This design comes from an exercise in tuning for small area on the open sky130 flow, not from production work.
Only simulation tests tie the RTL to the original design; equivalence was not proved.
No activity file was given, so power comes from the tool's default toggle rates.

### flow/standard.sh
#!/bin/bash
# synth_recipe.tcl (not shown) runs the flow's synth.tcl, then flattens the netlist and writes it again
# the make line also repeats each setting of config.mk as NAME=value (left out here)
make -C /OpenROAD-flow-scripts/flow DESIGN_CONFIG=/design/flow/config.mk WORK_HOME=/design/flow/orfs CLKGATE_MAP_FILE= SYNTH_SCRIPT=/design/flow/synth_recipe.tcl "${@:-finish}"
### flow/design.v
`timescale 1ns/1ps
module Delay #(
    parameter NUM_STAGES = 1,
    parameter DATA_WIDTH = 1
)(
    input  wire                  CLK,
    input  wire                  RESET_N,
    input  wire [DATA_WIDTH-1:0] DIN,
    output wire [DATA_WIDTH-1:0] DOUT
);
genvar i;
generate
if (NUM_STAGES == 0)
begin
    assign DOUT = DIN;
end
else if (NUM_STAGES > 0)
begin
    reg [NUM_STAGES*DATA_WIDTH-1:0] din_delay;
    always @(posedge CLK or negedge RESET_N)
    begin
        if(!RESET_N)
        begin
            din_delay[DATA_WIDTH-1:0] <= 0;
        end else
        begin
            din_delay[DATA_WIDTH-1:0] <= DIN;
        end
    end
    for (i=1; i<NUM_STAGES; i=i+1)
	 begin : REGISTER_STAGES
        always @(posedge CLK or negedge RESET_N )
        begin
            if(!RESET_N)
            begin
                din_delay[i*DATA_WIDTH+:DATA_WIDTH] <= 0;
            end else
            begin
                din_delay[i*DATA_WIDTH+:DATA_WIDTH] <= din_delay[(i-1)*DATA_WIDTH+:DATA_WIDTH];
            end
        end
    end
    assign DOUT = din_delay[(NUM_STAGES-1)*DATA_WIDTH+:DATA_WIDTH];
end
endgenerate
endmodule
module ADDF (
    input  a,
    input  b,
    input  c,
    output s,
    output co
);
assign {co, s} = a + b + c;
endmodule
module ADDH (
    input  a,
    input  b,
    output s,
    output co
);
assign {co, s} = a + b;
endmodule
module POPC32 (
    input  [31:0] x,
    output [4:0]  y
);
wire pc_1;
wire pc_2;
wire pc_3;
wire pc_4;
wire pc_5;
wire pc_6;
wire pc_7;
wire pc_8;
wire pc_9;
wire pc_10;
wire pc_11;
wire pc_12;
wire pc_13;
wire pc_14;
wire pc_15;
wire pc_16;
wire pc_17;
wire pc_18;
wire pc_19;
wire pc_20;
wire pc_21;
wire pc_22;
wire pc_23;
wire pc_24;
wire pc_25;
wire pc_26;
wire pc_27;
wire pc_28;
wire pc_29;
wire pc_30;
wire pc_31;
wire pc_32;
wire pc_33;
wire pc_34;
wire pc_35;
wire pc_36;
wire pc_37;
wire pc_38;
wire pc_39;
wire pc_40;
wire pc_41;
wire pc_42;
wire pc_43;
wire pc_44;
wire pc_45;
wire pc_46;
wire pc_47;
wire pc_48;
wire pc_49;
wire pc_50;
wire pc_51;
wire pc_52;
wire pc_53;
wire pc_54;
wire pc_55;
wire pc_56;
wire pc_57;
wire pc_58;
wire pc_59;
wire pc_60;
wire pc_61;
wire pc_62;
ADDF pc_f1 (.a(x[0]), .b(x[1]), .c(x[2]), .s(pc_1), .co(pc_2));
ADDF pc_f2 (.a(x[3]), .b(x[4]), .c(x[5]), .s(pc_3), .co(pc_4));
ADDF pc_f3 (.a(x[6]), .b(x[7]), .c(x[8]), .s(pc_5), .co(pc_6));
ADDF pc_f4 (.a(x[9]), .b(x[10]), .c(x[11]), .s(pc_7), .co(pc_8));
ADDF pc_f5 (.a(x[12]), .b(x[13]), .c(x[14]), .s(pc_9), .co(pc_10));
ADDF pc_f6 (.a(x[15]), .b(x[16]), .c(x[17]), .s(pc_11), .co(pc_12));
ADDF pc_f7 (.a(x[18]), .b(x[19]), .c(x[20]), .s(pc_13), .co(pc_14));
ADDF pc_f8 (.a(x[21]), .b(x[22]), .c(x[23]), .s(pc_15), .co(pc_16));
ADDF pc_f9 (.a(x[24]), .b(x[25]), .c(x[26]), .s(pc_17), .co(pc_18));
ADDF pc_f10 (.a(x[27]), .b(x[28]), .c(x[29]), .s(pc_19), .co(pc_20));
ADDF pc_f11 (.a(x[30]), .b(x[31]), .c(pc_1), .s(pc_21), .co(pc_22));
ADDF pc_f12 (.a(pc_3), .b(pc_5), .c(pc_7), .s(pc_23), .co(pc_24));
ADDF pc_f13 (.a(pc_9), .b(pc_11), .c(pc_13), .s(pc_25), .co(pc_26));
ADDF pc_f14 (.a(pc_15), .b(pc_17), .c(pc_19), .s(pc_27), .co(pc_28));
ADDF pc_f15 (.a(pc_21), .b(pc_23), .c(pc_25), .s(pc_29), .co(pc_30));
ADDH pc_h16 (.a(pc_27), .b(pc_29), .s(pc_31), .co(pc_32));
ADDF pc_f17 (.a(pc_2), .b(pc_4), .c(pc_6), .s(pc_33), .co(pc_34));
ADDF pc_f18 (.a(pc_8), .b(pc_10), .c(pc_12), .s(pc_35), .co(pc_36));
ADDF pc_f19 (.a(pc_14), .b(pc_16), .c(pc_18), .s(pc_37), .co(pc_38));
ADDF pc_f20 (.a(pc_20), .b(pc_22), .c(pc_24), .s(pc_39), .co(pc_40));
ADDF pc_f21 (.a(pc_26), .b(pc_28), .c(pc_33), .s(pc_41), .co(pc_42));
ADDF pc_f22 (.a(pc_35), .b(pc_37), .c(pc_30), .s(pc_43), .co(pc_44));
ADDF pc_f23 (.a(pc_39), .b(pc_41), .c(pc_32), .s(pc_45), .co(pc_46));
ADDH pc_h24 (.a(pc_43), .b(pc_45), .s(pc_47), .co(pc_48));
ADDF pc_f25 (.a(pc_34), .b(pc_36), .c(pc_38), .s(pc_49), .co(pc_50));
ADDF pc_f26 (.a(pc_40), .b(pc_42), .c(pc_49), .s(pc_51), .co(pc_52));
ADDF pc_f27 (.a(pc_44), .b(pc_51), .c(pc_46), .s(pc_53), .co(pc_54));
ADDH pc_h28 (.a(pc_48), .b(pc_53), .s(pc_55), .co(pc_56));
ADDF pc_f29 (.a(pc_50), .b(pc_52), .c(pc_54), .s(pc_57), .co(pc_58));
ADDH pc_h30 (.a(pc_56), .b(pc_57), .s(pc_59), .co(pc_60));
ADDH pc_h31 (.a(pc_58), .b(pc_60), .s(pc_61), .co(pc_62));
assign y = {pc_61, pc_59, pc_55, pc_47, pc_31};
endmodule
module MAC
    (
    input                                   clk     ,
    input                                   rst_n   ,
    output                                  MACMUX_Val,
    output reg [4    -1 : 0] MACMUX_Addr,
    output reg[ 32            -1 : 0] MACMUX_Psum,
    input                                   MUXMAC_Rdy,
    output                                  MACMUX_Empty,
    output                                  MACARB_ReqHelp,
    input                                   ARBMAC_Rst,
    input [ 2                       -1 : 0] PEBMAC_WeiCol,
    input [(
(8192*4*16*16/32) <= (1<<0) ? 0 : (8192*4*16*16/32) <= (1<<1) ? 1 :
(8192*4*16*16/32) <= (1<<2) ? 2 : (8192*4*16*16/32) <= (1<<3) ? 3 :
(8192*4*16*16/32) <= (1<<4) ? 4 : (8192*4*16*16/32) <= (1<<5) ? 5 :
(8192*4*16*16/32) <= (1<<6) ? 6 : (8192*4*16*16/32) <= (1<<7) ? 7 :
(8192*4*16*16/32) <= (1<<8) ? 8 : (8192*4*16*16/32) <= (1<<9) ? 9 :
(8192*4*16*16/32) <= (1<<10) ? 10 : (8192*4*16*16/32) <= (1<<11) ? 11 :
(8192*4*16*16/32) <= (1<<12) ? 12 : (8192*4*16*16/32) <= (1<<13) ? 13 :
(8192*4*16*16/32) <= (1<<14) ? 14 : (8192*4*16*16/32) <= (1<<15) ? 15 :
(8192*4*16*16/32) <= (1<<16) ? 16 : (8192*4*16*16/32) <= (1<<17) ? 17 :
(8192*4*16*16/32) <= (1<<18) ? 18 : (8192*4*16*16/32) <= (1<<19) ? 19 :
(8192*4*16*16/32) <= (1<<20) ? 20 : (8192*4*16*16/32) <= (1<<21) ? 21 :
(8192*4*16*16/32) <= (1<<22) ? 22 : (8192*4*16*16/32) <= (1<<23) ? 23 :
(8192*4*16*16/32) <= (1<<24) ? 24 : (8192*4*16*16/32) <= (1<<25) ? 25 :
(8192*4*16*16/32) <= (1<<26) ? 26 : (8192*4*16*16/32) <= (1<<27) ? 27 :
(8192*4*16*16/32) <= (1<<28) ? 28 : (8192*4*16*16/32) <= (1<<29) ? 29 :
(8192*4*16*16/32) <= (1<<30) ? 30 : (8192*4*16*16/32) <= (1<<31) ? 31 : 32)                        -1 : 0] AddrRowFlgAct,
    input [ (
(8192*4*16*16) <= (1<<0) ? 0 : (8192*4*16*16) <= (1<<1) ? 1 :
(8192*4*16*16) <= (1<<2) ? 2 : (8192*4*16*16) <= (1<<3) ? 3 :
(8192*4*16*16) <= (1<<4) ? 4 : (8192*4*16*16) <= (1<<5) ? 5 :
(8192*4*16*16) <= (1<<6) ? 6 : (8192*4*16*16) <= (1<<7) ? 7 :
(8192*4*16*16) <= (1<<8) ? 8 : (8192*4*16*16) <= (1<<9) ? 9 :
(8192*4*16*16) <= (1<<10) ? 10 : (8192*4*16*16) <= (1<<11) ? 11 :
(8192*4*16*16) <= (1<<12) ? 12 : (8192*4*16*16) <= (1<<13) ? 13 :
(8192*4*16*16) <= (1<<14) ? 14 : (8192*4*16*16) <= (1<<15) ? 15 :
(8192*4*16*16) <= (1<<16) ? 16 : (8192*4*16*16) <= (1<<17) ? 17 :
(8192*4*16*16) <= (1<<18) ? 18 : (8192*4*16*16) <= (1<<19) ? 19 :
(8192*4*16*16) <= (1<<20) ? 20 : (8192*4*16*16) <= (1<<21) ? 21 :
(8192*4*16*16) <= (1<<22) ? 22 : (8192*4*16*16) <= (1<<23) ? 23 :
(8192*4*16*16) <= (1<<24) ? 24 : (8192*4*16*16) <= (1<<25) ? 25 :
(8192*4*16*16) <= (1<<26) ? 26 : (8192*4*16*16) <= (1<<27) ? 27 :
(8192*4*16*16) <= (1<<28) ? 28 : (8192*4*16*16) <= (1<<29) ? 29 :
(8192*4*16*16) <= (1<<30) ? 30 : (8192*4*16*16) <= (1<<31) ? 31 : 32) + 6         -1 : 0] AddrRowAct,
    input [ (
(8192*4) <= (1<<0) ? 0 : (8192*4) <= (1<<1) ? 1 :
(8192*4) <= (1<<2) ? 2 : (8192*4) <= (1<<3) ? 3 :
(8192*4) <= (1<<4) ? 4 : (8192*4) <= (1<<5) ? 5 :
(8192*4) <= (1<<6) ? 6 : (8192*4) <= (1<<7) ? 7 :
(8192*4) <= (1<<8) ? 8 : (8192*4) <= (1<<9) ? 9 :
(8192*4) <= (1<<10) ? 10 : (8192*4) <= (1<<11) ? 11 :
(8192*4) <= (1<<12) ? 12 : (8192*4) <= (1<<13) ? 13 :
(8192*4) <= (1<<14) ? 14 : (8192*4) <= (1<<15) ? 15 :
(8192*4) <= (1<<16) ? 16 : (8192*4) <= (1<<17) ? 17 :
(8192*4) <= (1<<18) ? 18 : (8192*4) <= (1<<19) ? 19 :
(8192*4) <= (1<<20) ? 20 : (8192*4) <= (1<<21) ? 21 :
(8192*4) <= (1<<22) ? 22 : (8192*4) <= (1<<23) ? 23 :
(8192*4) <= (1<<24) ? 24 : (8192*4) <= (1<<25) ? 25 :
(8192*4) <= (1<<26) ? 26 : (8192*4) <= (1<<27) ? 27 :
(8192*4) <= (1<<28) ? 28 : (8192*4) <= (1<<29) ? 29 :
(8192*4) <= (1<<30) ? 30 : (8192*4) <= (1<<31) ? 31 : 32)                                    -1 : 0] AddrBlockWei,
    input [ 32            -1 : 0] MAC_FlgWei,
    input                                   MAC_FlgWei_Val,
    output                                  MAC_AddrFlgAct_Rdy,
    output reg [ (
(8192*4*16*16/32) <= (1<<0) ? 0 : (8192*4*16*16/32) <= (1<<1) ? 1 :
(8192*4*16*16/32) <= (1<<2) ? 2 : (8192*4*16*16/32) <= (1<<3) ? 3 :
(8192*4*16*16/32) <= (1<<4) ? 4 : (8192*4*16*16/32) <= (1<<5) ? 5 :
(8192*4*16*16/32) <= (1<<6) ? 6 : (8192*4*16*16/32) <= (1<<7) ? 7 :
(8192*4*16*16/32) <= (1<<8) ? 8 : (8192*4*16*16/32) <= (1<<9) ? 9 :
(8192*4*16*16/32) <= (1<<10) ? 10 : (8192*4*16*16/32) <= (1<<11) ? 11 :
(8192*4*16*16/32) <= (1<<12) ? 12 : (8192*4*16*16/32) <= (1<<13) ? 13 :
(8192*4*16*16/32) <= (1<<14) ? 14 : (8192*4*16*16/32) <= (1<<15) ? 15 :
(8192*4*16*16/32) <= (1<<16) ? 16 : (8192*4*16*16/32) <= (1<<17) ? 17 :
(8192*4*16*16/32) <= (1<<18) ? 18 : (8192*4*16*16/32) <= (1<<19) ? 19 :
(8192*4*16*16/32) <= (1<<20) ? 20 : (8192*4*16*16/32) <= (1<<21) ? 21 :
(8192*4*16*16/32) <= (1<<22) ? 22 : (8192*4*16*16/32) <= (1<<23) ? 23 :
(8192*4*16*16/32) <= (1<<24) ? 24 : (8192*4*16*16/32) <= (1<<25) ? 25 :
(8192*4*16*16/32) <= (1<<26) ? 26 : (8192*4*16*16/32) <= (1<<27) ? 27 :
(8192*4*16*16/32) <= (1<<28) ? 28 : (8192*4*16*16/32) <= (1<<29) ? 29 :
(8192*4*16*16/32) <= (1<<30) ? 30 : (8192*4*16*16/32) <= (1<<31) ? 31 : 32)-1:0] MAC_AddrFlgAct,
    input                                   MAC_FlgAct_Val,
    input [ 32            -1 : 0] MAC_FlgAct,
    output                                  MAC_AddrAct_Rdy,
    output reg[ (
(8192*4*16*16) <= (1<<0) ? 0 : (8192*4*16*16) <= (1<<1) ? 1 :
(8192*4*16*16) <= (1<<2) ? 2 : (8192*4*16*16) <= (1<<3) ? 3 :
(8192*4*16*16) <= (1<<4) ? 4 : (8192*4*16*16) <= (1<<5) ? 5 :
(8192*4*16*16) <= (1<<6) ? 6 : (8192*4*16*16) <= (1<<7) ? 7 :
(8192*4*16*16) <= (1<<8) ? 8 : (8192*4*16*16) <= (1<<9) ? 9 :
(8192*4*16*16) <= (1<<10) ? 10 : (8192*4*16*16) <= (1<<11) ? 11 :
(8192*4*16*16) <= (1<<12) ? 12 : (8192*4*16*16) <= (1<<13) ? 13 :
(8192*4*16*16) <= (1<<14) ? 14 : (8192*4*16*16) <= (1<<15) ? 15 :
(8192*4*16*16) <= (1<<16) ? 16 : (8192*4*16*16) <= (1<<17) ? 17 :
(8192*4*16*16) <= (1<<18) ? 18 : (8192*4*16*16) <= (1<<19) ? 19 :
(8192*4*16*16) <= (1<<20) ? 20 : (8192*4*16*16) <= (1<<21) ? 21 :
(8192*4*16*16) <= (1<<22) ? 22 : (8192*4*16*16) <= (1<<23) ? 23 :
(8192*4*16*16) <= (1<<24) ? 24 : (8192*4*16*16) <= (1<<25) ? 25 :
(8192*4*16*16) <= (1<<26) ? 26 : (8192*4*16*16) <= (1<<27) ? 27 :
(8192*4*16*16) <= (1<<28) ? 28 : (8192*4*16*16) <= (1<<29) ? 29 :
(8192*4*16*16) <= (1<<30) ? 30 : (8192*4*16*16) <= (1<<31) ? 31 : 32) + 6     -1 : 0] MAC_AddrAct,
    input                                   MAC_Act_Val,
    input [ 8             -1 : 0] MAC_Act,
    output                                  MAC_AddrWei_Rdy,
    output reg[ (
(8192*4) <= (1<<0) ? 0 : (8192*4) <= (1<<1) ? 1 :
(8192*4) <= (1<<2) ? 2 : (8192*4) <= (1<<3) ? 3 :
(8192*4) <= (1<<4) ? 4 : (8192*4) <= (1<<5) ? 5 :
(8192*4) <= (1<<6) ? 6 : (8192*4) <= (1<<7) ? 7 :
(8192*4) <= (1<<8) ? 8 : (8192*4) <= (1<<9) ? 9 :
(8192*4) <= (1<<10) ? 10 : (8192*4) <= (1<<11) ? 11 :
(8192*4) <= (1<<12) ? 12 : (8192*4) <= (1<<13) ? 13 :
(8192*4) <= (1<<14) ? 14 : (8192*4) <= (1<<15) ? 15 :
(8192*4) <= (1<<16) ? 16 : (8192*4) <= (1<<17) ? 17 :
(8192*4) <= (1<<18) ? 18 : (8192*4) <= (1<<19) ? 19 :
(8192*4) <= (1<<20) ? 20 : (8192*4) <= (1<<21) ? 21 :
(8192*4) <= (1<<22) ? 22 : (8192*4) <= (1<<23) ? 23 :
(8192*4) <= (1<<24) ? 24 : (8192*4) <= (1<<25) ? 25 :
(8192*4) <= (1<<26) ? 26 : (8192*4) <= (1<<27) ? 27 :
(8192*4) <= (1<<28) ? 28 : (8192*4) <= (1<<29) ? 29 :
(8192*4) <= (1<<30) ? 30 : (8192*4) <= (1<<31) ? 31 : 32)     -1 : 0] MAC_AddrWei,
    input                                   MAC_Wei_Val,
    input [ 8             -1 : 0] MAC_Wei
);
localparam IDLE    = 2'd0;
localparam WAITFLG = 2'd1;
localparam COMP    = 2'd2;
localparam WAITMUX = 2'd3;
reg  [1:0]  state;
reg  [1:0]  next_state;
reg         state_req;
reg         MAC_Empty;
reg  [4:0]  Cnt_Comp;        
reg         val_comp;        
reg         MAC_Addr_val;
reg         fnh;             
reg         OffAct_nz;       
reg         OffWei_nz;
reg  [31:0] ActFlag, WeiFlag;
reg         MACAW_ValOffset;
reg         MAC_Fnh;
reg  [4:0]  MACAW_OffsetAct;
reg  [4:0]  MACAW_OffsetWei;
wire comp     = state == COMP;
wire data_val = MAC_Wei_Val & MAC_Act_Val;
wire en_mac   = MAC_Addr_val & data_val & ~fnh;
wire pipe     = comp & (~MAC_Addr_val | data_val);
wire MAC_FnhRow = (Cnt_Comp == 5'd16) & MAC_Fnh;
wire done     = (~val_comp & en_mac) | ~MAC_Addr_val;
wire MAC_Sta  = (state == WAITFLG) & MAC_FlgWei_Val & MAC_FlgAct_Val;
always @(*) begin
    case (state)
        IDLE    : next_state = ARBMAC_Rst ? WAITFLG : IDLE;
        WAITFLG : next_state = (MAC_FlgWei_Val & MAC_FlgAct_Val) ? COMP : WAITFLG;
        COMP    : if (MAC_Fnh & done)
                      next_state = MAC_FnhRow ? IDLE : WAITFLG;
                  else if (MAC_Fnh & val_comp & en_mac)
                      next_state = WAITMUX;
                  else
                      next_state = COMP;
        default : next_state = MUXMAC_Rdy ? (MAC_FnhRow ? IDLE : WAITFLG) : WAITMUX;
    endcase
end
always @(posedge clk or negedge rst_n) begin
    if (!rst_n) state <= IDLE;
    else        state <= next_state;
end
assign MAC_AddrFlgAct_Rdy = state == WAITFLG;
assign MACMUX_Val   = (state == WAITMUX) & ~MUXMAC_Rdy;
assign MACMUX_Empty = state == IDLE;
wire next_state_req = state_req ? ~MAC_Empty : ARBMAC_Rst;
always @(posedge clk or negedge rst_n) begin
    if (!rst_n) state_req <= 1'b0;
    else        state_req <= next_state_req;
end
assign MACARB_ReqHelp = ~rst_n | ~next_state_req;
always @(posedge clk or negedge rst_n) begin
    if (!rst_n) MAC_Empty <= 1'b0;
    else        MAC_Empty <= (next_state == IDLE) & (state != IDLE);
end
wire [17:0] flg_inc;
INCR #(.W(18)) u_inc_flg (.a(MAC_AddrFlgAct), .ci(MAC_Sta), .y(flg_inc));
always @(posedge clk or negedge rst_n) begin
    if (!rst_n)          MAC_AddrFlgAct <= 0;
    else if (ARBMAC_Rst) MAC_AddrFlgAct <= AddrRowFlgAct;
    else                 MAC_AddrFlgAct <= flg_inc;
end
wire [4:0] cnt_inc;
INCR #(.W(5)) u_inc_cnt (.a(Cnt_Comp), .ci(MAC_Sta), .y(cnt_inc));
always @(posedge clk) begin
    if (ARBMAC_Rst) Cnt_Comp <= 0;
    else            Cnt_Comp <= cnt_inc;
end
wire [3:0] addr_inc;
INCR #(.W(4)) u_inc_addr (.a(MACMUX_Addr), .ci(MAC_Sta), .y(addr_inc));
always @(posedge clk or negedge rst_n) begin
    if (!rst_n)          MACMUX_Addr <= 0;
    else if (ARBMAC_Rst) MACMUX_Addr <= 4'd0 - PEBMAC_WeiCol;
    else                 MACMUX_Addr <= addr_inc;
end
always @(posedge clk) begin
    if (ARBMAC_Rst)   val_comp <= 1'b0;
    else if (MAC_Sta) val_comp <= ~(MACMUX_Addr[3] & MACMUX_Addr[2] & MACMUX_Addr[1]);
end
wire        ld_act = ARBMAC_Rst;
wire [28:0] act_sum;
ADDR5 #(.W(29)) u_add_act (
    .x  (ld_act ? AddrRowAct : MAC_AddrAct),
    .y  ({5{ld_act}} | ({5{pipe}} & MACAW_OffsetAct)),
    .yh (ld_act),
    .s  (act_sum)
);
always @(posedge clk or negedge rst_n) begin
    if (!rst_n) MAC_AddrAct <= 0;
    else        MAC_AddrAct <= act_sum;
end
wire        ld_wei = ARBMAC_Rst | MAC_Sta;
wire [14:0] wei_sum;
ADDR5 #(.W(15)) u_add_wei (
    .x  (ld_wei ? AddrBlockWei : MAC_AddrWei),
    .y  ({5{ld_wei}} | ({5{pipe}} & MACAW_OffsetWei)),
    .yh (ld_wei),
    .s  (wei_sum)
);
always @(posedge clk or negedge rst_n) begin
    if (!rst_n) MAC_AddrWei <= 0;
    else        MAC_AddrWei <= wei_sum;
end
always @(posedge clk or negedge rst_n) begin
    if (!rst_n)                     MAC_Addr_val <= 1'b0;
    else if (ARBMAC_Rst | MAC_Sta)  MAC_Addr_val <= 1'b0;
    else if (pipe)                  MAC_Addr_val <= MACAW_ValOffset;
end
always @(posedge clk) begin
    if (ARBMAC_Rst | MAC_Sta) fnh <= 1'b1;
    else if (pipe)            fnh <= MAC_Fnh;
end
always @(posedge clk) begin
    if (pipe) begin
        OffAct_nz <= |MACAW_OffsetAct;
        OffWei_nz <= |MACAW_OffsetWei;
    end
end
assign MAC_AddrAct_Rdy = MAC_Addr_val & OffAct_nz;
assign MAC_AddrWei_Rdy = MAC_Addr_val & OffWei_nz;
wire [32:0] T;
assign T[0] = ~pipe;
genvar i;
generate
    for (i = 0; i < 32; i = i + 1) begin : g_t
        assign T[i+1] = T[i] | (ActFlag[i] & WeiFlag[i]);
    end
endgenerate
wire [31:0] keep = T[31:0] & {32{~MAC_Sta}};
wire [4:0]  Offset_Act, Offset_Wei;
POPC32 u_pa (.x(ActFlag & ~T[31:0]), .y(Offset_Act));
POPC32 u_pw (.x(WeiFlag & ~T[31:0]), .y(Offset_Wei));
always @(posedge clk) begin
    ActFlag <= ({32{MAC_Sta}} & MAC_FlgAct) | (keep & ActFlag);
    WeiFlag <= ({32{MAC_Sta}} & MAC_FlgWei) | (keep & WeiFlag);
end
always @(posedge clk) begin
    if (MAC_Sta) begin
        MACAW_ValOffset <= 1'b0;
        MAC_Fnh         <= 1'b0;
    end else if (pipe) begin
        MACAW_ValOffset <= (|ActFlag) | (|WeiFlag);
        MAC_Fnh         <= ~T[32];
    end
end
always @(posedge clk or negedge rst_n) begin
    if (!rst_n) begin
        MACAW_OffsetAct <= 0;
        MACAW_OffsetWei <= 0;
    end else if (pipe) begin
        MACAW_OffsetAct <= Offset_Act;
        MACAW_OffsetWei <= Offset_Wei;
    end
end
wire [31:0] psum_sum;
MACC8 u_macc (
    .a (MAC_Act & {8{en_mac}}),
    .w (MAC_Wei),
    .p (MACMUX_Psum),
    .y (psum_sum)
);
always @(posedge clk or negedge rst_n) begin
    if (!rst_n) MACMUX_Psum <= 0;
    else        MACMUX_Psum <= psum_sum & {32{~MAC_Sta}};
end
endmodule
module INCR #(parameter W = 4) (
    input  [W-1:0] a,
    input          ci,
    output [W-1:0] y
);
wire [W:0] c;
assign c[0] = ci;
genvar k;
generate
    for (k = 0; k < W; k = k + 1) begin : g
        ADDH u (.a(a[k]), .b(c[k]), .s(y[k]), .co(c[k+1]));
    end
endgenerate
endmodule
module ADDR5 #(parameter W = 15) (
    input  [W-1:0] x,
    input  [4:0]   y,
    input          yh,
    output [W-1:0] s
);
wire [5:0] c;
assign c[0] = 1'b0;
genvar k;
generate
    for (k = 0; k < 5; k = k + 1) begin : g_lo
        if (k == 0)
            ADDH u (.a(x[k]), .b(y[k]), .s(s[k]), .co(c[k+1]));
        else
            ADDF u (.a(x[k]), .b(y[k]), .c(c[k]), .s(s[k]), .co(c[k+1]));
    end
endgenerate
wire [W:5] t;
assign t[5] = c[5] ^ yh;
generate
    for (k = 5; k < W; k = k + 1) begin : g_hi
        assign t[k+1] = t[k] & (x[k] ^ yh);
        assign s[k]   = x[k] ^ t[k];
    end
endgenerate
endmodule
module MACC8 (
    input  [7:0]  a,
    input  [7:0]  w,
    input  [31:0] p,
    output [31:0] y
);
wire mc_1;
wire mc_2;
wire mc_3;
wire mc_4;
wire mc_5;
wire mc_6;
wire mc_7;
wire mc_8;
wire mc_9;
wire mc_10;
wire mc_11;
wire mc_12;
wire mc_13;
wire mc_14;
wire mc_15;
wire mc_16;
wire mc_17;
wire mc_18;
wire mc_19;
wire mc_20;
wire mc_21;
wire mc_22;
wire mc_23;
wire mc_24;
wire mc_25;
wire mc_26;
wire mc_27;
wire mc_28;
wire mc_29;
wire mc_30;
wire mc_31;
wire mc_32;
wire mc_33;
wire mc_34;
wire mc_35;
wire mc_36;
wire mc_37;
wire mc_38;
wire mc_39;
wire mc_40;
wire mc_41;
wire mc_42;
wire mc_43;
wire mc_44;
wire mc_45;
wire mc_46;
wire mc_47;
wire mc_48;
wire mc_49;
wire mc_50;
wire mc_51;
wire mc_52;
wire mc_53;
wire mc_54;
wire mc_55;
wire mc_56;
wire mc_57;
wire mc_58;
wire mc_59;
wire mc_60;
wire mc_61;
wire mc_62;
wire mc_63;
wire mc_64;
wire mc_65;
wire mc_66;
wire mc_67;
wire mc_68;
wire mc_69;
wire mc_70;
wire mc_71;
wire mc_72;
wire mc_73;
wire mc_74;
wire mc_75;
wire mc_76;
wire mc_77;
wire mc_78;
wire mc_79;
wire mc_80;
wire mc_81;
wire mc_82;
wire mc_83;
wire mc_84;
wire mc_85;
wire mc_86;
wire mc_87;
wire mc_88;
wire mc_89;
wire mc_90;
wire mc_91;
wire mc_92;
wire mc_93;
wire mc_94;
wire mc_95;
wire mc_96;
wire mc_97;
wire mc_98;
wire mc_99;
wire mc_100;
wire mc_101;
wire mc_102;
wire mc_103;
wire mc_104;
wire mc_105;
wire mc_106;
wire mc_107;
wire mc_108;
wire mc_109;
wire mc_110;
wire mc_111;
wire mc_112;
wire mc_113;
wire mc_114;
wire mc_115;
wire mc_116;
wire mc_117;
wire mc_118;
wire mc_119;
wire mc_120;
wire mc_121;
wire mc_122;
wire mc_123;
wire mc_124;
wire mc_125;
wire mc_126;
wire mc_127;
wire mc_128;
wire mc_129;
wire mc_130;
wire mc_131;
wire mc_132;
wire mc_133;
wire mc_134;
wire mc_135;
wire mc_136;
wire mc_137;
wire mc_138;
wire mc_139;
wire mc_140;
wire mc_141;
wire mc_142;
wire mc_143;
wire mc_144;
wire mc_145;
wire mc_146;
wire mc_147;
wire mc_148;
wire mc_149;
wire mc_150;
wire mc_151;
wire mc_152;
wire mc_153;
wire mc_154;
wire mc_155;
wire mc_156;
wire mc_157;
wire mc_158;
wire mc_159;
wire mc_160;
wire mc_161;
wire mc_162;
wire mc_163;
wire mc_164;
wire mc_165;
wire mc_166;
wire mc_167;
wire mc_168;
wire mc_169;
wire mc_170;
wire mc_171;
wire mc_172;
wire mc_173;
wire mc_174;
wire mc_175;
wire mc_176;
wire mc_177;
wire mc_178;
wire mc_179;
wire mc_180;
wire mc_181;
wire mc_182;
wire mc_183;
wire mc_184;
wire mc_185;
wire mc_186;
wire mc_187;
wire mc_188;
wire mc_189;
wire mc_190;
wire mc_191;
wire mc_192;
wire mc_193;
wire mc_194;
wire mc_195;
wire mc_196;
wire mc_197;
wire mc_198;
wire mc_199;
wire mc_200;
wire mc_201;
wire mc_202;
wire mc_203;
wire mc_204;
wire mc_205;
wire mc_206;
wire mc_207;
wire mc_208;
wire mc_209;
wire mc_210;
wire mc_211;
wire mc_212;
wire mc_213;
wire mc_214;
wire mc_215;
wire mc_216;
wire mc_217;
wire mc_218;
wire mc_219;
wire mc_220;
wire mc_221;
wire mc_222;
wire mc_223;
wire mc_224;
wire mc_225;
wire mc_226;
wire mc_227;
wire mc_228;
wire mc_229;
wire mc_230;
wire mc_231;
wire mc_232;
wire mc_233;
wire mc_234;
assign mc_1 = a[0] & w[0];
assign mc_2 = a[0] & w[1];
assign mc_3 = a[0] & w[2];
assign mc_4 = a[0] & w[3];
assign mc_5 = a[0] & w[4];
assign mc_6 = a[0] & w[5];
assign mc_7 = a[0] & w[6];
assign mc_8 = ~(a[0] & w[7]);
assign mc_9 = a[1] & w[0];
assign mc_10 = a[1] & w[1];
assign mc_11 = a[1] & w[2];
assign mc_12 = a[1] & w[3];
assign mc_13 = a[1] & w[4];
assign mc_14 = a[1] & w[5];
assign mc_15 = a[1] & w[6];
assign mc_16 = ~(a[1] & w[7]);
assign mc_17 = a[2] & w[0];
assign mc_18 = a[2] & w[1];
assign mc_19 = a[2] & w[2];
assign mc_20 = a[2] & w[3];
assign mc_21 = a[2] & w[4];
assign mc_22 = a[2] & w[5];
assign mc_23 = a[2] & w[6];
assign mc_24 = ~(a[2] & w[7]);
assign mc_25 = a[3] & w[0];
assign mc_26 = a[3] & w[1];
assign mc_27 = a[3] & w[2];
assign mc_28 = a[3] & w[3];
assign mc_29 = a[3] & w[4];
assign mc_30 = a[3] & w[5];
assign mc_31 = a[3] & w[6];
assign mc_32 = ~(a[3] & w[7]);
assign mc_33 = a[4] & w[0];
assign mc_34 = a[4] & w[1];
assign mc_35 = a[4] & w[2];
assign mc_36 = a[4] & w[3];
assign mc_37 = a[4] & w[4];
assign mc_38 = a[4] & w[5];
assign mc_39 = a[4] & w[6];
assign mc_40 = ~(a[4] & w[7]);
assign mc_41 = a[5] & w[0];
assign mc_42 = a[5] & w[1];
assign mc_43 = a[5] & w[2];
assign mc_44 = a[5] & w[3];
assign mc_45 = a[5] & w[4];
assign mc_46 = a[5] & w[5];
assign mc_47 = a[5] & w[6];
assign mc_48 = ~(a[5] & w[7]);
assign mc_49 = a[6] & w[0];
assign mc_50 = a[6] & w[1];
assign mc_51 = a[6] & w[2];
assign mc_52 = a[6] & w[3];
assign mc_53 = a[6] & w[4];
assign mc_54 = a[6] & w[5];
assign mc_55 = a[6] & w[6];
assign mc_56 = ~(a[6] & w[7]);
assign mc_57 = ~(a[7] & w[0]);
assign mc_58 = ~(a[7] & w[1]);
assign mc_59 = ~(a[7] & w[2]);
assign mc_60 = ~(a[7] & w[3]);
assign mc_61 = ~(a[7] & w[4]);
assign mc_62 = ~(a[7] & w[5]);
assign mc_63 = ~(a[7] & w[6]);
assign mc_64 = a[7] & w[7];
ADDF mc_f1 (.a(p[1]), .b(mc_2), .c(mc_9), .s(mc_65), .co(mc_66));
ADDF mc_f2 (.a(p[2]), .b(mc_3), .c(mc_10), .s(mc_67), .co(mc_68));
ADDF mc_f3 (.a(mc_17), .b(mc_66), .c(mc_67), .s(mc_69), .co(mc_70));
ADDF mc_f4 (.a(p[3]), .b(mc_4), .c(mc_11), .s(mc_71), .co(mc_72));
ADDF mc_f5 (.a(mc_18), .b(mc_25), .c(mc_68), .s(mc_73), .co(mc_74));
ADDF mc_f6 (.a(mc_71), .b(mc_70), .c(mc_73), .s(mc_75), .co(mc_76));
ADDF mc_f7 (.a(p[4]), .b(mc_5), .c(mc_12), .s(mc_77), .co(mc_78));
ADDF mc_f8 (.a(mc_19), .b(mc_26), .c(mc_33), .s(mc_79), .co(mc_80));
ADDF mc_f9 (.a(mc_72), .b(mc_77), .c(mc_79), .s(mc_81), .co(mc_82));
ADDF mc_f10 (.a(mc_74), .b(mc_81), .c(mc_76), .s(mc_83), .co(mc_84));
ADDF mc_f11 (.a(p[5]), .b(mc_6), .c(mc_13), .s(mc_85), .co(mc_86));
ADDF mc_f12 (.a(mc_20), .b(mc_27), .c(mc_34), .s(mc_87), .co(mc_88));
ADDF mc_f13 (.a(mc_41), .b(mc_78), .c(mc_80), .s(mc_89), .co(mc_90));
ADDF mc_f14 (.a(mc_85), .b(mc_87), .c(mc_82), .s(mc_91), .co(mc_92));
ADDF mc_f15 (.a(mc_89), .b(mc_91), .c(mc_84), .s(mc_93), .co(mc_94));
ADDF mc_f16 (.a(p[6]), .b(mc_7), .c(mc_14), .s(mc_95), .co(mc_96));
ADDF mc_f17 (.a(mc_21), .b(mc_28), .c(mc_35), .s(mc_97), .co(mc_98));
ADDF mc_f18 (.a(mc_42), .b(mc_49), .c(mc_86), .s(mc_99), .co(mc_100));
ADDF mc_f19 (.a(mc_88), .b(mc_95), .c(mc_97), .s(mc_101), .co(mc_102));
ADDF mc_f20 (.a(mc_90), .b(mc_99), .c(mc_101), .s(mc_103), .co(mc_104));
ADDF mc_f21 (.a(mc_92), .b(mc_103), .c(mc_94), .s(mc_105), .co(mc_106));
ADDF mc_f22 (.a(p[7]), .b(mc_8), .c(mc_15), .s(mc_107), .co(mc_108));
ADDF mc_f23 (.a(mc_22), .b(mc_29), .c(mc_36), .s(mc_109), .co(mc_110));
ADDF mc_f24 (.a(mc_43), .b(mc_50), .c(mc_57), .s(mc_111), .co(mc_112));
ADDF mc_f25 (.a(mc_96), .b(mc_98), .c(mc_107), .s(mc_113), .co(mc_114));
ADDF mc_f26 (.a(mc_109), .b(mc_111), .c(mc_100), .s(mc_115), .co(mc_116));
ADDF mc_f27 (.a(mc_102), .b(mc_113), .c(mc_115), .s(mc_117), .co(mc_118));
ADDF mc_f28 (.a(mc_104), .b(mc_117), .c(mc_106), .s(mc_119), .co(mc_120));
assign mc_121 = ~(p[8] ^ mc_16);
assign mc_122 = p[8] | mc_16;
ADDF mc_f29 (.a(mc_23), .b(mc_30), .c(mc_37), .s(mc_123), .co(mc_124));
ADDF mc_f30 (.a(mc_44), .b(mc_51), .c(mc_58), .s(mc_125), .co(mc_126));
ADDF mc_f31 (.a(mc_108), .b(mc_110), .c(mc_112), .s(mc_127), .co(mc_128));
ADDF mc_f32 (.a(mc_121), .b(mc_123), .c(mc_125), .s(mc_129), .co(mc_130));
ADDF mc_f33 (.a(mc_114), .b(mc_127), .c(mc_129), .s(mc_131), .co(mc_132));
ADDF mc_f34 (.a(mc_116), .b(mc_131), .c(mc_118), .s(mc_133), .co(mc_134));
ADDF mc_f35 (.a(p[9]), .b(mc_24), .c(mc_31), .s(mc_135), .co(mc_136));
ADDF mc_f36 (.a(mc_38), .b(mc_45), .c(mc_52), .s(mc_137), .co(mc_138));
ADDF mc_f37 (.a(mc_59), .b(mc_122), .c(mc_124), .s(mc_139), .co(mc_140));
ADDF mc_f38 (.a(mc_126), .b(mc_135), .c(mc_137), .s(mc_141), .co(mc_142));
ADDF mc_f39 (.a(mc_128), .b(mc_130), .c(mc_139), .s(mc_143), .co(mc_144));
ADDF mc_f40 (.a(mc_141), .b(mc_132), .c(mc_143), .s(mc_145), .co(mc_146));
ADDF mc_f41 (.a(p[10]), .b(mc_32), .c(mc_39), .s(mc_147), .co(mc_148));
ADDF mc_f42 (.a(mc_46), .b(mc_53), .c(mc_60), .s(mc_149), .co(mc_150));
ADDF mc_f43 (.a(mc_136), .b(mc_138), .c(mc_147), .s(mc_151), .co(mc_152));
ADDF mc_f44 (.a(mc_149), .b(mc_140), .c(mc_142), .s(mc_153), .co(mc_154));
ADDF mc_f45 (.a(mc_151), .b(mc_144), .c(mc_153), .s(mc_155), .co(mc_156));
ADDF mc_f46 (.a(p[11]), .b(mc_40), .c(mc_47), .s(mc_157), .co(mc_158));
ADDF mc_f47 (.a(mc_54), .b(mc_61), .c(mc_148), .s(mc_159), .co(mc_160));
ADDF mc_f48 (.a(mc_150), .b(mc_157), .c(mc_152), .s(mc_161), .co(mc_162));
ADDF mc_f49 (.a(mc_159), .b(mc_154), .c(mc_161), .s(mc_163), .co(mc_164));
ADDF mc_f50 (.a(p[12]), .b(mc_48), .c(mc_55), .s(mc_165), .co(mc_166));
ADDF mc_f51 (.a(mc_62), .b(mc_158), .c(mc_165), .s(mc_167), .co(mc_168));
ADDF mc_f52 (.a(mc_160), .b(mc_167), .c(mc_162), .s(mc_169), .co(mc_170));
ADDF mc_f53 (.a(p[13]), .b(mc_56), .c(mc_63), .s(mc_171), .co(mc_172));
ADDF mc_f54 (.a(mc_166), .b(mc_171), .c(mc_168), .s(mc_173), .co(mc_174));
ADDF mc_f55 (.a(p[14]), .b(mc_64), .c(mc_172), .s(mc_175), .co(mc_176));
assign mc_177 = ~(p[15] ^ mc_176);
assign mc_178 = p[15] | mc_176;
ADDH mc_h56 (.a(mc_1), .b(p[0]), .s(mc_179), .co(mc_180));
ADDH mc_h57 (.a(mc_65), .b(mc_180), .s(mc_181), .co(mc_182));
ADDH mc_h58 (.a(mc_69), .b(mc_182), .s(mc_183), .co(mc_184));
ADDH mc_h59 (.a(mc_75), .b(mc_184), .s(mc_185), .co(mc_186));
ADDH mc_h60 (.a(mc_83), .b(mc_186), .s(mc_187), .co(mc_188));
ADDH mc_h61 (.a(mc_93), .b(mc_188), .s(mc_189), .co(mc_190));
ADDH mc_h62 (.a(mc_105), .b(mc_190), .s(mc_191), .co(mc_192));
ADDH mc_h63 (.a(mc_119), .b(mc_192), .s(mc_193), .co(mc_194));
ADDF mc_f64 (.a(mc_120), .b(mc_133), .c(mc_194), .s(mc_195), .co(mc_196));
ADDH mc_h65 (.a(mc_134), .b(mc_145), .s(mc_197), .co(mc_198));
ADDF mc_f66 (.a(mc_146), .b(mc_155), .c(mc_198), .s(mc_199), .co(mc_200));
ADDF mc_f67 (.a(mc_156), .b(mc_163), .c(mc_200), .s(mc_201), .co(mc_202));
ADDF mc_f68 (.a(mc_164), .b(mc_169), .c(mc_202), .s(mc_203), .co(mc_204));
ADDF mc_f69 (.a(mc_170), .b(mc_173), .c(mc_204), .s(mc_205), .co(mc_206));
ADDF mc_f70 (.a(mc_174), .b(mc_175), .c(mc_206), .s(mc_207), .co(mc_208));
ADDH mc_h71 (.a(mc_177), .b(mc_208), .s(mc_209), .co(mc_210));
assign mc_211 = ~(mc_134 ^ mc_145);
assign mc_212 = mc_134 | mc_145;
ADDF mc_f72 (.a(mc_146), .b(mc_155), .c(mc_212), .s(mc_213), .co(mc_214));
ADDF mc_f73 (.a(mc_156), .b(mc_163), .c(mc_214), .s(mc_215), .co(mc_216));
ADDF mc_f74 (.a(mc_164), .b(mc_169), .c(mc_216), .s(mc_217), .co(mc_218));
ADDF mc_f75 (.a(mc_170), .b(mc_173), .c(mc_218), .s(mc_219), .co(mc_220));
ADDF mc_f76 (.a(mc_174), .b(mc_175), .c(mc_220), .s(mc_221), .co(mc_222));
ADDH mc_h77 (.a(mc_177), .b(mc_222), .s(mc_223), .co(mc_224));
assign mc_225 = mc_196 ? mc_211 : mc_197;
assign mc_226 = mc_196 ? mc_213 : mc_199;
assign mc_227 = mc_196 ? mc_215 : mc_201;
assign mc_228 = mc_196 ? mc_217 : mc_203;
assign mc_229 = mc_196 ? mc_219 : mc_205;
assign mc_230 = mc_196 ? mc_221 : mc_207;
assign mc_231 = mc_196 ? mc_223 : mc_209;
assign mc_232 = mc_196 ? mc_224 : mc_210;
assign mc_233 = mc_178 & mc_232;
assign mc_234 = ~(mc_178 | mc_232);
wire [16:0] ones, zeros;
assign ones[0] = 1'b1;
assign zeros[0] = 1'b1;
genvar k;
generate for (k = 0; k < 16; k = k + 1) begin : g_hi
    assign ones[k+1]  = ones[k] & p[16+k];
    assign zeros[k+1] = zeros[k] & ~p[16+k];
    assign y[16+k] = p[16+k] ^ ((mc_233 & ones[k]) | (mc_234 & zeros[k]));
end endgenerate
assign y[15:0] = {mc_231, mc_230, mc_229, mc_228, mc_227, mc_226, mc_225, mc_195, mc_193, mc_191, mc_189, mc_187, mc_185, mc_183, mc_181, mc_179};
endmodule
### flow/config.mk
export PLATFORM = sky130hd
export DESIGN_NAME = MAC
export DESIGN_NICKNAME = MAC
export VERILOG_FILES = /design/flow/design.v
export SDC_FILE = /design/flow/constraint.sdc
export NUM_CORES = 4
export LEC_CHECK = 0
export ABC_AREA = 1
export CAP_MARGIN = 20
export CORE_MARGIN = 2
export CORE_UTILIZATION = 40
export PLACE_DENSITY = 0.6
export SLEW_MARGIN = 20
export SYNTH_HIERARCHICAL = 1
export SYNTH_MINIMUM_KEEP_SIZE = 0
### flow/flow/run.sh
#!/bin/bash
# Layout flow: the standard flow (standard.sh), with two changes.
# 1. After the standard synthesis, the combinational logic of the netlist is
#    mapped again by ABC for area (amap). Registers, full and half adders and
#    tie cells are kept as they are (same instances, names and cell types).
#    The new netlist is proven equivalent to the standard one with Yosys
#    (equiv_make / equiv_simple / equiv_induct); if that proof fails the
#    standard netlist is kept.
# 2. Port buffers are buf_1 cells.
# Each tool writes its full output to a log_*.log file in this folder.
set -euo pipefail
export BUFFER_PORTS_ARGS="-buffer_cell sky130_fd_sc_hd__buf_1"
YOSYS=$FLOW_HOME/../tools/install/yosys/bin/yosys
R=orfs/results/$FLOW_PLATFORM/MAC/base
LIB=$FLOW_HOME/platforms/$FLOW_PLATFORM/lib/sky130_fd_sc_hd__tt_025C_1v80.lib

bash standard.sh synth > log_1_standard_synth.log 2>&1
cp $R/1_2_yosys.v flow_standard.v

KEEP=$(grep -o 'sky130_fd_sc_hd__\(fa\|ha\|df\|edf\|sdf\|dl\|conb\)[a-z0-9_]*' flow_standard.v | sort -u | tr '\n' ' ')
DONT=$(grep -o 'cell *( *"\?sky130_fd_sc_hd__\(lpflow\|probe\)[a-z0-9_]*' $LIB | sed 's/.*(\s*"\?//' | sort -u | sed 's/^/-dont_use /' | tr '\n' ' ')
printf 'strash\ndch -f\namap\n' > remap.abc
cat > remap.ys <<EOF
read_liberty -ignore_miss_func $LIB
read_verilog flow_standard.v
hierarchy -top $FLOW_TOP
setattr -mod -set keep_hierarchy 1 $KEEP
flatten
opt_clean
abc -liberty $LIB -script remap.abc $DONT
opt_clean -purge
hilomap -singleton -hicell sky130_fd_sc_hd__conb_1 HI -locell sky130_fd_sc_hd__conb_1 LO
insbuf -buf sky130_fd_sc_hd__buf_1 A X
splitnets
opt_clean -purge
stat -liberty $LIB
write_verilog -noattr -noexpr -nohex -nodec -selected flow_remap_all.v
EOF
$YOSYS -l log_2_remap.log -q -s remap.ys > /dev/null 2>&1
awk -v top="$FLOW_TOP" '$1=="module" && $2 ~ "^"top"[ (]*" {on=1} on {print} on && /^endmodule/ {on=0}' flow_remap_all.v > flow_remap.v

cat > equiv.ys <<EOF
read_liberty -ignore_miss_func $LIB
read_verilog flow_standard.v
rename $FLOW_TOP gold
read_verilog flow_remap.v
rename $FLOW_TOP gate
flatten gold gate
async2sync
opt_clean
equiv_make gold gate equiv
equiv_simple -undef
equiv_induct -undef
equiv_status -assert
EOF
if $YOSYS -l log_3_equiv.log -q -s equiv.ys > /dev/null 2>&1; then
  echo "remapped netlist proven equivalent; using it"
  cp flow_remap.v $R/1_2_yosys.v
else
  echo "equivalence proof failed; keeping the standard netlist"
fi
touch $R/1_2_yosys.v
bash standard.sh synth > log_4_synth_odb.log 2>&1
bash standard.sh finish > log_5_finish.log 2>&1
### flow/constraint.sdc
create_clock -name core_clock -period 9.0 [get_ports {clk}]
set_input_delay 1.8000 -clock core_clock [delete_from_list [all_inputs] [get_ports {clk}]]
set_output_delay 1.8000 -clock core_clock [all_outputs]
set_load 0.01 [all_outputs]
==> qor.csv, run 1 <==
stage,metric,value,unit
status,status,finished clean,
clock_network,cts_made_buffers,17,
synth,syn-num-nets,1568,
placed_design,place_inst,1833,
setup_path,crit_type,in -> reg,
setup_path,max_stage_delay,480,ps
setup_path,required,9290,ps
synth,syn_inst,1234,
clock_network,cts_max_path_buffers,2,
timing,drv_slew,0,
clock_network,cts.sinks,188,
timing,finalWorstSetupSlack,405,ps
timing,tightest_slew,923,ps
timing,hold_viol,0,
detailed_routing,drt_pass1_iterations,5,
detailed_routing,vias,9706,
detailed_routing,first_iter_violations,499,
setup_path,worstPathArrival,8890,ps
detailed_routing,wl_per_cell,16.7,µm
floorplanning,dieArea,0.0314,mm²
layout,final_nets,1806,
timing,hold_ws,443,ps
floorplanning,start_util,40.5,%
grt,grt_pass1_wl,49900,µm
setup_path,cp-end-kind,flop,
synth,synth_area_per_cell,9.73,µm²
timing,finalSetupTns,0,ps
timing,setup_viol,0,
placed_design,io_buffers,255,
setup_path,startpoint_type,input port,
timing,fmax,116,MHz
floorplanning,ios,256,
clock_network,cts_hold_buf,0,
grt,overflow,0,
clock_network,cts_tree,built,
pwr,power_density,263,mW/mm²
layout,area_growth,20.8,%
setup_path,critPathMostFrequentCell,a21oi_2,
setup_path,crit_fanout,3,
clock_network,h-tree-depth,4,
timing,fin_skew,17.4,ps
timing,rsz0062_at_grt,yes,
setup_path,cp_slowest_cell,fa_1,
synth,syn_area,0.0120,mm²
placed_design,dpl.hpwl,24500,µm
grt,grt_pass1_vias,9717,
timing,maxSlewHeadroom,38.5,%
floorplanning,dieWidth,177,µm
layout,drive_above_1_share,12.3,%
floorplanning,coreArea,0.0296,mm²
pwr,p_leak,5.95,nW
clock_network,clkSlewWorstSetupHoldPaths,80,ps
layout,stdcell_count,1876,
floorplanning,rows,63,
grt,track_usage,20.2,%
grt,grt_max_degree,70,
hold_path,hp-class,reg -> reg,
clock_network,cts-root-buf,clkbuf_16,
detailed_routing,routed_wl,31300,µm
detailed_routing,drc,0,
timing,period_share,95.5,%
detailed_routing,viasPerCell,5.17,
pwr,ir_drop,0.000132,V
timing,period_minus_slack,8600,ps
detailed_routing,ant_nets,0,
placed_design,gp_congestion,0.887,
floorplanning,fp.dieH,177,µm
layout,post-route-util,49.0,%
layout,n_fill_cell,2870,
synth,yosys_warnings,7,
grt,grt_antenna_before_repair,1,
clock_network,insertion_delay,430,ps
placed_design,dp_slack,-201,ps
layout,layout.area.seq,0.00435,mm²
run,cap_viol_max_count,0,
layout,multiInputGateArea,0.00718,mm²
flip-flops by register name, summed over array words and instances (netlist names), 2 cells and up:
name / count
ActFlag: 32
MAC_AddrFlgAct: 18
MAC_AddrAct: 29
MACAW_OffsetWei: 5
Cnt_Comp: 5
MACMUX_Psum: 32
state: 2
MACAW_OffsetAct: 5
MAC_AddrWei: 15
MACMUX_Addr: 4
WeiFlag: 32
power by group:
group / internal [mW] / switching [mW] / total (mW) / leakage [nW]
registers: 1.14 / 0.265 / 1.41 / 1.97
logic: 0.748 / 0.901 / 1.65 / 3.69
clock network: 0.403 / 0.358 / 0.760 / 0.289
per-layer routing:
layer	share of wire [%]	GRT usage, %	wire (µm)	vias up
met4	2.1	5.29	667	0
met2	49	34.4	15400	242
met1	44	26.7	13700	4712
li1	-	-	-	4716
met5	0	0	0	-
met3	4.8	3.45	1510	36
final timing paths:
path,to,from,cells past startpoint,slack [ps]
hold reg to reg,val_comp$_SDFFE_PP0P_,val_comp$_SDFFE_PP0P_,2,440
min in group asynchronous,MACMUX_Psum[26]$_DFF_PN0_,rst_n,1,1420
max in group asynchronous,MACMUX_Addr[2]$_DFF_PN0_,rst_n,2,6180
setup / recovery,MACAW_OffsetWei[4]$_DFFE_PN0N_,MAC_Wei_Val,43,400
setup reg to reg,MACMUX_Psum[30]$_DFF_PN0_,MAC_Addr_val$_DFFE_PN0P_,32,1280
hold / removal,val_comp$_SDFFE_PP0P_,val_comp$_SDFFE_PP0P_,2,440
critical path, delay by kind of cell:
kind | cells | cell delay, ps
buf+inv | 2 | 210
compound gates | 30 | 3590
simple gates | 3 | 320
fa+ha+maj | 8 | 2950
through the flow:
step	total power [mW]	instance area [µm²]
5_1_grt	4.15	14500
6_report	3.82	14500
3_5_place_dp	3.04	13700
3_3_place_gp	2.99	13700
2_1_floorplan	2.57	12200
4_1_cts	3.82	14300
timing repair:
action / CTS / global route
gates resized for setup: 0 / 39
buffers inserted: 0 / 9
endpoints found under the setup margin: 0 / 6
cell usage in the layout (no fill, tap or decap), types with 45 or more instances in the layout:
cell type / n
a21oi_1: 51
fa_1: 106
o21ai_0: 50
nor2_1: 190
clkinv_1: 116
a32o_1: 64
ha_1: 52
buf_1: 253
buf_4: 60
dfrtp_1: 113
dfxtp_1: 73
nor2b_1: 45
layout make-up:
type                       instances  share of cell area [%]
clock inverter                    11                   0.604
multi-input combinational        828                    49.5
tap                              390                    3.36
clock buffer                      21                    3.40
sequential                       188                    30.0
inverter                         120                    3.13
antenna                            1                  0.0172
timing repair buffer             317                    10.0
==> inputs of run 2 (changes only) <==
--- a/flow/design.v
+++ b/flow/design.v
@@ -129,30 +129,30 @@
 wire pc_62;
 ADDF pc_f1 (.a(x[0]), .b(x[1]), .c(x[2]), .s(pc_1), .co(pc_2));
 ADDF pc_f2 (.a(x[3]), .b(x[4]), .c(x[5]), .s(pc_3), .co(pc_4));
-ADDF pc_f3 (.a(x[6]), .b(x[7]), .c(x[8]), .s(pc_5), .co(pc_6));
-ADDF pc_f4 (.a(x[9]), .b(x[10]), .c(x[11]), .s(pc_7), .co(pc_8));
-ADDF pc_f5 (.a(x[12]), .b(x[13]), .c(x[14]), .s(pc_9), .co(pc_10));
-ADDF pc_f6 (.a(x[15]), .b(x[16]), .c(x[17]), .s(pc_11), .co(pc_12));
-ADDF pc_f7 (.a(x[18]), .b(x[19]), .c(x[20]), .s(pc_13), .co(pc_14));
-ADDF pc_f8 (.a(x[21]), .b(x[22]), .c(x[23]), .s(pc_15), .co(pc_16));
-ADDF pc_f9 (.a(x[24]), .b(x[25]), .c(x[26]), .s(pc_17), .co(pc_18));
-ADDF pc_f10 (.a(x[27]), .b(x[28]), .c(x[29]), .s(pc_19), .co(pc_20));
-ADDF pc_f11 (.a(x[30]), .b(x[31]), .c(pc_1), .s(pc_21), .co(pc_22));
-ADDF pc_f12 (.a(pc_3), .b(pc_5), .c(pc_7), .s(pc_23), .co(pc_24));
-ADDF pc_f13 (.a(pc_9), .b(pc_11), .c(pc_13), .s(pc_25), .co(pc_26));
-ADDF pc_f14 (.a(pc_15), .b(pc_17), .c(pc_19), .s(pc_27), .co(pc_28));
-ADDF pc_f15 (.a(pc_21), .b(pc_23), .c(pc_25), .s(pc_29), .co(pc_30));
+ADDF pc_f3 (.a(x[6]), .b(pc_1), .c(x[7]), .s(pc_5), .co(pc_6));
+ADDF pc_f4 (.a(x[8]), .b(x[9]), .c(pc_3), .s(pc_7), .co(pc_8));
+ADDF pc_f5 (.a(x[10]), .b(x[11]), .c(pc_5), .s(pc_9), .co(pc_10));
+ADDF pc_f6 (.a(x[12]), .b(x[13]), .c(pc_7), .s(pc_11), .co(pc_12));
+ADDF pc_f7 (.a(x[14]), .b(x[15]), .c(pc_9), .s(pc_13), .co(pc_14));
+ADDF pc_f8 (.a(x[16]), .b(x[17]), .c(pc_11), .s(pc_15), .co(pc_16));
+ADDF pc_f9 (.a(x[18]), .b(x[19]), .c(pc_13), .s(pc_17), .co(pc_18));
+ADDF pc_f10 (.a(x[20]), .b(x[21]), .c(pc_15), .s(pc_19), .co(pc_20));
+ADDF pc_f11 (.a(x[22]), .b(x[23]), .c(pc_17), .s(pc_21), .co(pc_22));
+ADDF pc_f12 (.a(x[24]), .b(x[25]), .c(pc_19), .s(pc_23), .co(pc_24));
+ADDF pc_f13 (.a(x[26]), .b(x[27]), .c(pc_21), .s(pc_25), .co(pc_26));
+ADDF pc_f14 (.a(x[28]), .b(x[29]), .c(pc_23), .s(pc_27), .co(pc_28));
+ADDF pc_f15 (.a(x[30]), .b(x[31]), .c(pc_25), .s(pc_29), .co(pc_30));
 ADDH pc_h16 (.a(pc_27), .b(pc_29), .s(pc_31), .co(pc_32));
 ADDF pc_f17 (.a(pc_2), .b(pc_4), .c(pc_6), .s(pc_33), .co(pc_34));
-ADDF pc_f18 (.a(pc_8), .b(pc_10), .c(pc_12), .s(pc_35), .co(pc_36));
-ADDF pc_f19 (.a(pc_14), .b(pc_16), .c(pc_18), .s(pc_37), .co(pc_38));
-ADDF pc_f20 (.a(pc_20), .b(pc_22), .c(pc_24), .s(pc_39), .co(pc_40));
-ADDF pc_f21 (.a(pc_26), .b(pc_28), .c(pc_33), .s(pc_41), .co(pc_42));
-ADDF pc_f22 (.a(pc_35), .b(pc_37), .c(pc_30), .s(pc_43), .co(pc_44));
-ADDF pc_f23 (.a(pc_39), .b(pc_41), .c(pc_32), .s(pc_45), .co(pc_46));
-ADDH pc_h24 (.a(pc_43), .b(pc_45), .s(pc_47), .co(pc_48));
+ADDF pc_f18 (.a(pc_8), .b(pc_10), .c(pc_33), .s(pc_35), .co(pc_36));
+ADDF pc_f19 (.a(pc_12), .b(pc_14), .c(pc_35), .s(pc_37), .co(pc_38));
+ADDF pc_f20 (.a(pc_16), .b(pc_18), .c(pc_37), .s(pc_39), .co(pc_40));
+ADDF pc_f21 (.a(pc_20), .b(pc_22), .c(pc_39), .s(pc_41), .co(pc_42));
+ADDF pc_f22 (.a(pc_24), .b(pc_26), .c(pc_41), .s(pc_43), .co(pc_44));
+ADDF pc_f23 (.a(pc_28), .b(pc_30), .c(pc_43), .s(pc_45), .co(pc_46));
+ADDH pc_h24 (.a(pc_32), .b(pc_45), .s(pc_47), .co(pc_48));
 ADDF pc_f25 (.a(pc_34), .b(pc_36), .c(pc_38), .s(pc_49), .co(pc_50));
-ADDF pc_f26 (.a(pc_40), .b(pc_42), .c(pc_49), .s(pc_51), .co(pc_52));
+ADDF pc_f26 (.a(pc_40), .b(pc_49), .c(pc_42), .s(pc_51), .co(pc_52));
 ADDF pc_f27 (.a(pc_44), .b(pc_51), .c(pc_46), .s(pc_53), .co(pc_54));
 ADDH pc_h28 (.a(pc_48), .b(pc_53), .s(pc_55), .co(pc_56));
 ADDF pc_f29 (.a(pc_50), .b(pc_52), .c(pc_54), .s(pc_57), .co(pc_58));
@@ -407,18 +407,18 @@
 end
 assign MAC_AddrAct_Rdy = MAC_Addr_val & OffAct_nz;
 assign MAC_AddrWei_Rdy = MAC_Addr_val & OffWei_nz;
-wire [32:0] T;
-assign T[0] = ~pipe;
+wire [32:0] S;
+assign S[0] = 1'b0;
 genvar i;
 generate
-    for (i = 0; i < 32; i = i + 1) begin : g_t
-        assign T[i+1] = T[i] | (ActFlag[i] & WeiFlag[i]);
+    for (i = 0; i < 32; i = i + 1) begin : g_s
+        assign S[i+1] = S[i] | (ActFlag[i] & WeiFlag[i]);
     end
 endgenerate
-wire [31:0] keep = T[31:0] & {32{~MAC_Sta}};
+wire [31:0] keep = (S[31:0] | {32{~pipe}}) & {32{~MAC_Sta}};
 wire [4:0]  Offset_Act, Offset_Wei;
-POPC32 u_pa (.x(ActFlag & ~T[31:0]), .y(Offset_Act));
-POPC32 u_pw (.x(WeiFlag & ~T[31:0]), .y(Offset_Wei));
+POPC32 u_pa (.x(ActFlag & ~S[31:0]), .y(Offset_Act));
+POPC32 u_pw (.x(WeiFlag & ~S[31:0]), .y(Offset_Wei));
 always @(posedge clk) begin
     ActFlag <= ({32{MAC_Sta}} & MAC_FlgAct) | (keep & ActFlag);
     WeiFlag <= ({32{MAC_Sta}} & MAC_FlgWei) | (keep & WeiFlag);
@@ -429,7 +429,7 @@
         MAC_Fnh         <= 1'b0;
     end else if (pipe) begin
         MACAW_ValOffset <= (|ActFlag) | (|WeiFlag);
-        MAC_Fnh         <= ~T[32];
+        MAC_Fnh         <= ~S[32];
     end
 end
 always @(posedge clk or negedge rst_n) begin
--- a/flow/flow/run.sh
+++ b/flow/flow/run.sh
@@ -19,7 +19,7 @@
 
 KEEP=$(grep -o 'sky130_fd_sc_hd__\(fa\|ha\|df\|edf\|sdf\|dl\|conb\)[a-z0-9_]*' flow_standard.v | sort -u | tr '\n' ' ')
 DONT=$(grep -o 'cell *( *"\?sky130_fd_sc_hd__\(lpflow\|probe\)[a-z0-9_]*' $LIB | sed 's/.*(\s*"\?//' | sort -u | sed 's/^/-dont_use /' | tr '\n' ' ')
-printf 'strash\ndch -f\namap\n' > remap.abc
+printf 'strash\namap\n' > remap.abc
 cat > remap.ys <<EOF
 read_liberty -ignore_miss_func $LIB
 read_verilog flow_standard.v
--- a/flow/config.mk
+++ b/flow/config.mk
@@ -9,6 +9,7 @@
 export CAP_MARGIN = 20
 export CORE_MARGIN = 2
 export CORE_UTILIZATION = 40
+export CTS_BUF_LIST = sky130_fd_sc_hd__clkbuf_8
 export PLACE_DENSITY = 0.6
 export SLEW_MARGIN = 20
 export SYNTH_HIERARCHICAL = 1
==> run 2 against run 1 <==
Still clean on timing, DRC and antenna. Core utilization shrank 2.3 points. Count of clock-buffer cells in the layout shrank 1. Wire length grew 2.1%. Via count grew 5.8%. Flip-flop and latch count is the same. Sequential power shrank 13%. Combinational power grew 44%. Die area grew 3.2%. Non-clock buffer count shrank 15. Synthesized cell count grew 11%. Power grew 8.3%. Critical endpoint is now MACMUX_Psum[31]$_DFF_PN0_. Largest cell class unchanged.
==> qor.csv, run 2 <==
stage,metric,value,unit,change
timing,finalSetupTns,0,ps,unchanged
grt,track_usage,20.4,%,+0.17 points
clock_network,cts.sinks,188,,unchanged
placed_design,gp_congestion,0.927,,+4.5%
synth,syn-num-nets,1706,,+8.8%
setup_path,crit_type,in -> reg,,
clock_network,insertion_delay,510,ps,+80 ps
setup_path,required,9430,ps,+140 ps
status,status,finished clean,,
grt,grt_max_degree,96,,+37%
detailed_routing,vias,10300,,+5.8%
floorplanning,coreArea,0.0306,mm²,+3.2%
clock_network,cts_tree,built,,
synth,synth_area_per_cell,9.04,µm²,-7.1%
clock_network,h-tree-depth,4,,unchanged
grt,grt_pass1_vias,10500,,+7.9%
timing,fmax,118,MHz,+1.2%
detailed_routing,drc,0,,unchanged
setup_path,critPathMostFrequentCell,fa_1,,
clock_network,cts-root-buf,clkbuf_8,,
setup_path,worstPathArrival,8920,ps,+30 ps
clock_network,cts_max_path_buffers,2,,unchanged
layout,post-route-util,46.6,%,-2.3 points
floorplanning,fp.dieH,180,µm,+1.6%
pwr,ir_drop,0.000169,V,+28%
synth,syn_area,0.0124,mm²,+3.3%
detailed_routing,wl_per_cell,16.0,µm,-4.5%
setup_path,crit_buf_inv,4,,+2
layout,largest_registers,"ActFlag x32, MACMUX_Psum x32, WeiFlag x32",,
detailed_routing,viasPerCell,5.12,,-0.99%
pwr,p_leak,6.01,nW,+0.99%
timing,maxSlewHeadroom,35.7,%,-2.8 points
floorplanning,dieArea,0.0324,mm²,+3.2%
pwr,power_density,290,mW/mm²,+10%
layout,final_cell_mix,"253 x buf_1, 199 x nor2_1, 156 x clkinv_1, 147 x o21ai_0, 126 x fa_1",,
floorplanning,start_util,40.6,%,about the same
setup_path,max_stage_delay,540,ps,+60 ps
timing,drv_slew,0,,unchanged
placed_design,dpl.hpwl,24900,µm,+1.5%
synth,yosys_warnings,7,,unchanged
hold_path,hp-class,reg -> reg,,
detailed_routing,drt_pass1_iterations,7,,+2
clock_network,clkSlewWorstSetupHoldPaths,110,ps,+30 ps
clock_network,cts_made_buffers,17,,unchanged
floorplanning,rows,64,,+1.6%
detailed_routing,first_iter_violations,608,,+22%
layout,final_nets,1929,,+6.8%
run,cap_viol_max_count,0,,unchanged
grt,overflow,0,,unchanged
grt,grt_pass1_wl,53200,µm,+6.7%
clock_network,cts_setup_buffers,0,,unchanged
timing,hold_viol,0,,unchanged
timing,period_share,94.4,%,-1.1 points
setup_path,startpoint_type,input port,,
synth,syn_inst,1372,,+11%
setup_path,cp_slowest_cell,fa_1,,
timing,setup_viol,0,,unchanged
detailed_routing,routed_wl,32000,µm,+2.1%
setup_path,critPathTopFamily,adder cells,,
timing,fin_skew,23.2,ps,+5.77 ps
detailed_routing,ant_nets,0,,unchanged
timing,rsz0062_at_grt,no,,
floorplanning,dieWidth,180,µm,+1.6%
setup_path,cp-end-kind,flop,,
setup_path,crit_fanout,22,,+19
grt,grt_antenna_before_repair,1,,unchanged
timing,period_minus_slack,8500,ps,-98.9 ps
floorplanning,ios,256,,unchanged
timing,tightest_slew,965,ps,+42.5 ps
layout,area_growth,15.0,%,
layout,drive_above_1_share,5.47,%,-6.9 points
layout,final_common_cell,buf_1,,
placed_design,io_buffers,255,,unchanged
==> run 2: cell types whose count changed in the layout (fill, tap and decap cells not counted), sizes merged, moves of 14 or more <==
cell    change
a21oi      -50
o22a       -27
clkinv     +44
a32o       -60
nor2b      -26
nand2      +82
o21ai      +83
a22o       +36
buf        -14
a22oi      +28
==> run 2: where the power goes <==
group	internal (mW)	total (mW)	switching, mW
combinational	1.03	2.37	1.33
sequential	1.07	1.22	0.144
clock	0.217	0.552	0.335
total	2.32	4.13	1.81
==> run 2: cell type report <==
class | instances | area [µm²]
diodes | 1 | 2.50
inverters | 158 | 594
flip-flops and latches | 188 | 4350
clock inverters | 12 | 88.8
repair buffers | 302 | 1330
fillers | 3034 | 16300
multi-input cells | 928 | 7130
well taps | 396 | 495
clock buffers | 20 | 275
==> run 2: metal layers <==
metal,track usage [%],routed length [µm],part of all wire (%)
met1,27.4,14300,45
met2,33.6,15400,48
met3,4.14,1840,5.7
met4,5.48,441,1.4
met5,0,0,0
==> run 2: path summary, 6_finish.rpt <==
check | from | end | slack (ps) | cells past startpoint
worst max-delay path | MAC_Act_Val | MACMUX_Psum[31]$_DFF_PN0_ | 500 | 32
worst min register to register | MAC_Empty$_DFF_PN0_ | state_req$_DFF_PN0_ | 490 | 1
max in group asynchronous | rst_n | MAC_AddrAct[5]$_DFF_PN0_ | 6190 | 3
worst min-delay path | MAC_Empty$_DFF_PN0_ | state_req$_DFF_PN0_ | 490 | 1
worst max register to register | WeiFlag[0]$_DFF_P_ | MACAW_OffsetWei[4]$_DFFE_PN0P_ | 850 | 32
min in group asynchronous | rst_n | MAC_AddrAct[28]$_DFF_PN0_ | 1460 | 2
==> run 2: what timing repair did <==
item                                    in CTS  in global routing
hold buffers                                 0                  0
endpoints found under the setup margin       0                  2
gates resized for setup                      0                  3
==> run 2: through the flow <==
step                      hold slack, ps  instance area, µm²  setup slack, ps  power, mW  std cells
after CTS                            485               14200              392       4.19       2004
after detailed placement             466               13900             -137       3.62       1972
after global placement               450               13900             43.9       3.55       1972
after floorplan                      440               12400             50.6       2.90       1372
after global routing                 519               14300             40.4       4.60       2004
final                                485               14300              504       4.13       2005

[separate check: timing with driven ports]
The results above use ideal ports. As a check the final layouts listed here were re-extracted and re-timed, cells and wires unchanged. Step 1 sets driving cells, clkbuf_16 on the clock port and buf_2 on the other inputs (assumed; they add their load-dependent delay and slew). Step 2 adds t to the input delays and takes it off the output delays; t is the mean of the earliest and latest rising clock arrival at the registers after step 1. Input paths then give back, and output paths get back, about the clock's delay inside the block. a / b / c = ideal ports / drivers / drivers and shift; a / b = the first two.
run | t (ns) | setup slack, ns | worst setup path after step 2 | latest minus earliest clock arrival (ns)
run 1 | 0.470 | 0.405 / 0.425 / -0.045 | input to register | 0.017 / 0.018
run 2 | 0.540 | 0.504 / 0.524 / -0.016 | input to register | 0.027 / 0.027
With both steps, setup timing fails in run 1 and run 2, where it was met with ideal ports. For run 2, which loses most, drivers alone change the setup slack by +0.020 ns; drivers and shift together by -0.520 ns.
